Context: an optimization exercise on an open-source flow, tuned for small area. The choices shown serve that exercise and are no tape-out recipe.
Only simulation tests tie the RTL to the original design; equivalence was not proved.
Power is estimated from default activity; no workload was simulated.

== JK ==
## usb_top
module usb_top (gclk, reset_l, cs1_l, SYN_GEN_LD, CRC_16, TX_LOAD, TX_DATA,
                TX_LAST_BYTE, RX_LOAD, error_crc_rx, TX_READY_LD, T_lastbit,
                qualify_out, DATA, RX_READY_LD, RX_LAST_BYTE);
==> flow/config.mk <==
export PLATFORM = sky130hd
export DESIGN_NAME = usb_top
export DESIGN_NICKNAME = usb_top
export VERILOG_FILES = /design/flow/design.v
export SDC_FILE = /design/flow/constraint.sdc
export NUM_CORES = 4
export LEC_CHECK = 0
export CAP_MARGIN = 20
export CORE_MARGIN = 2
export CORE_UTILIZATION = 40
export SLEW_MARGIN = 20
==> flow/constraint.sdc <==
create_clock -name core_clock -period 6.0 [get_ports {gclk}]
set_input_delay 1.2000 -clock core_clock [delete_from_list [all_inputs] [get_ports {gclk}]]
set_output_delay 1.2000 -clock core_clock [all_outputs]
set_load 0.01 [all_outputs]
standard.sh (not shown) runs the stock make flow with config.mk's settings and CLKGATE_MAP_FILE= SYNTH_SCRIPT=/design/flow/synth_recipe.tcl, a recipe that flattens the netlist after the stock synthesis.
==> flow/flow/run.sh <==
#!/bin/bash
# Standard synthesis and layout, with two changes after synthesis:
# port buffers use the smallest buffer cell, and clock tree synthesis
# inserts no dummy loads.
set -euo pipefail
bash standard.sh synth > synth.log 2>&1
export BUFFER_PORTS_ARGS="-buffer_cell sky130_fd_sc_hd__buf_1"
export CTS_ARGS="-sink_clustering_enable -repair_clock_nets -dont_use_dummy_load -buf_list sky130_fd_sc_hd__clkbuf_4"
bash standard.sh finish > layout.log 2>&1
### JK -> MS
Settings: a change of CORE_UTILIZATION from 40 to 70.
- From JK to MS the numbers moved as follows: core area now smaller; number of nets in the finished design comparable.
- Summary of MS over JK: register-to-register slack went up; via count went up; detail-routed via count per cell went up; clock share of power went down.
- MS: proportion of layout cells with a drive suffix above 1 higher than JK
- Delta (MS minus JK): data-path buffer share of cell area in the final layout now sits higher; wire length reported by the detailed router has decreased.
> inputs changed (MS -> AL)
Settings: CORE_UTILIZATION changed from 70 to 40.
diff --git a/flow/flow/run.sh b/flow/flow/run.sh
--- a/flow/flow/run.sh
+++ b/flow/flow/run.sh
@@ -8,0 +9 @@
+export RECOVER_POWER=100
## What came out
AL: complete, dirty (capacitance limit, slew limit). Diff AL..MS | post-synthesis sequential area ratio | unchanged. Summary — switching part of the total, AL relative to MS: lower, by 0.25 points. In AL the clock share of power turned out 0.4 points higher than in MS. Detailed-route wire length on metal 1 in AL vs MS: up 390 um. Re met1 track utilization from global routing: AL is 14 points down on MS. met3 demand-to-capacity share in global routing is lower on AL. AL: total met3 wirelength after detailed routing is 0.64% higher than what MS reported.
#### Input delta (TR over AL)
==> flow/run.sh (new file) <==
#!/bin/bash
# synth_recipe.tcl (not shown) runs the flow's synth.tcl, then flattens the netlist and writes it again
# the make line also repeats each setting of config.mk as NAME=value (left out here)
make -C /OpenROAD-flow-scripts/flow DESIGN_CONFIG=/design/flow/config.mk WORK_HOME=/design/flow/orfs CLKGATE_MAP_FILE= SYNTH_SCRIPT=/design/flow/synth_recipe.tcl finish
removed: flow/flow/run.sh
removed: flow/standard.sh
[summary]
- The post-synthesis instance total of TR and that of AL are within noise of each other.
- From AL to TR the numbers moved as follows: final HPWL from detailed placement went down by about 2%, worst setup margin moved down, power moved up.
- Against AL as the reference, TR delivers a lower share of total power in combinational logic.
- TR: no failed stages, no open violations at the end
The following lists how PW was set up differently from TR:
==> flow/flow/run.sh (new file) <==
#!/bin/bash
# Layout flow: ORFS synthesis with an area-oriented ABC mapping (the
# registers are the standard synthesis's: only combinational mapping
# changes), then the standard layout with the smallest port buffer
# cell and a clock tree of small buffers without dummy loads.
set -euo pipefail
W="$PWD"
make -C "$FLOW_HOME" DESIGN_CONFIG="$W/config.mk" WORK_HOME="$W/orfs" CLKGATE_MAP_FILE= \
  SYNTH_SCRIPT="$W/flow/synth.tcl" synth > "$W/synth.log" 2>&1
export BUFFER_PORTS_ARGS="-buffer_cell sky130_fd_sc_hd__buf_1"
export CTS_ARGS="-sink_clustering_enable -repair_clock_nets -dont_use_dummy_load -buf_list sky130_fd_sc_hd__clkbuf_4 -sink_clustering_size 10 -sink_clustering_max_diameter 60"
bash standard.sh finish > "$W/layout.log" 2>&1
==> flow/flow/synth.tcl (new file) <==
# Standard ORFS synthesis (as synth_recipe.tcl) with two changes to the
# combinational mapping only: ABC runs its default area-oriented script
# without the speed script, delay target and drive constraints, and adders
# are left to ABC instead of the half/full adder cells.
proc synth {args} { yosys synth -nofsm -noshare {*}$args }
proc abc {args} {
  set out {}
  set skip 0
  foreach a $args {
    if {$skip} { set skip 0; continue }
    if {$a eq "-script" || $a eq "-constr" || $a eq "-D"} { set skip 1; continue }
    lappend out $a
  }
  yosys abc {*}$out
}
set ::env(ADDER_MAP_FILE) ""
source $::env(SCRIPTS_DIR)/synth.tcl
# left out here: clear keep_hierarchy, flatten, clean up, hide names made inside functions, write 1_2_yosys.v
==> flow/standard.sh (new file) <==
#!/bin/bash
# synth_recipe.tcl (not shown) runs the flow's synth.tcl, then flattens the netlist and writes it again
# the make line also repeats each setting of config.mk as NAME=value (left out here)
make -C /OpenROAD-flow-scripts/flow DESIGN_CONFIG=/design/flow/config.mk WORK_HOME=/design/flow/orfs CLKGATE_MAP_FILE= SYNTH_SCRIPT=/design/flow/synth_recipe.tcl "${@:-finish}"
removed: flow/run.sh
Notes after the runs:
In the metrics for PW and TR, the one carrying the higher clock network area share is TR.
The clock buffer count from CTS was comparable across PW and TR.
The number of cells in the design after placement of PW falls short of that of TR by 7.3%.
[PW] overall via count from detail_route fell 5.7% relative to TR
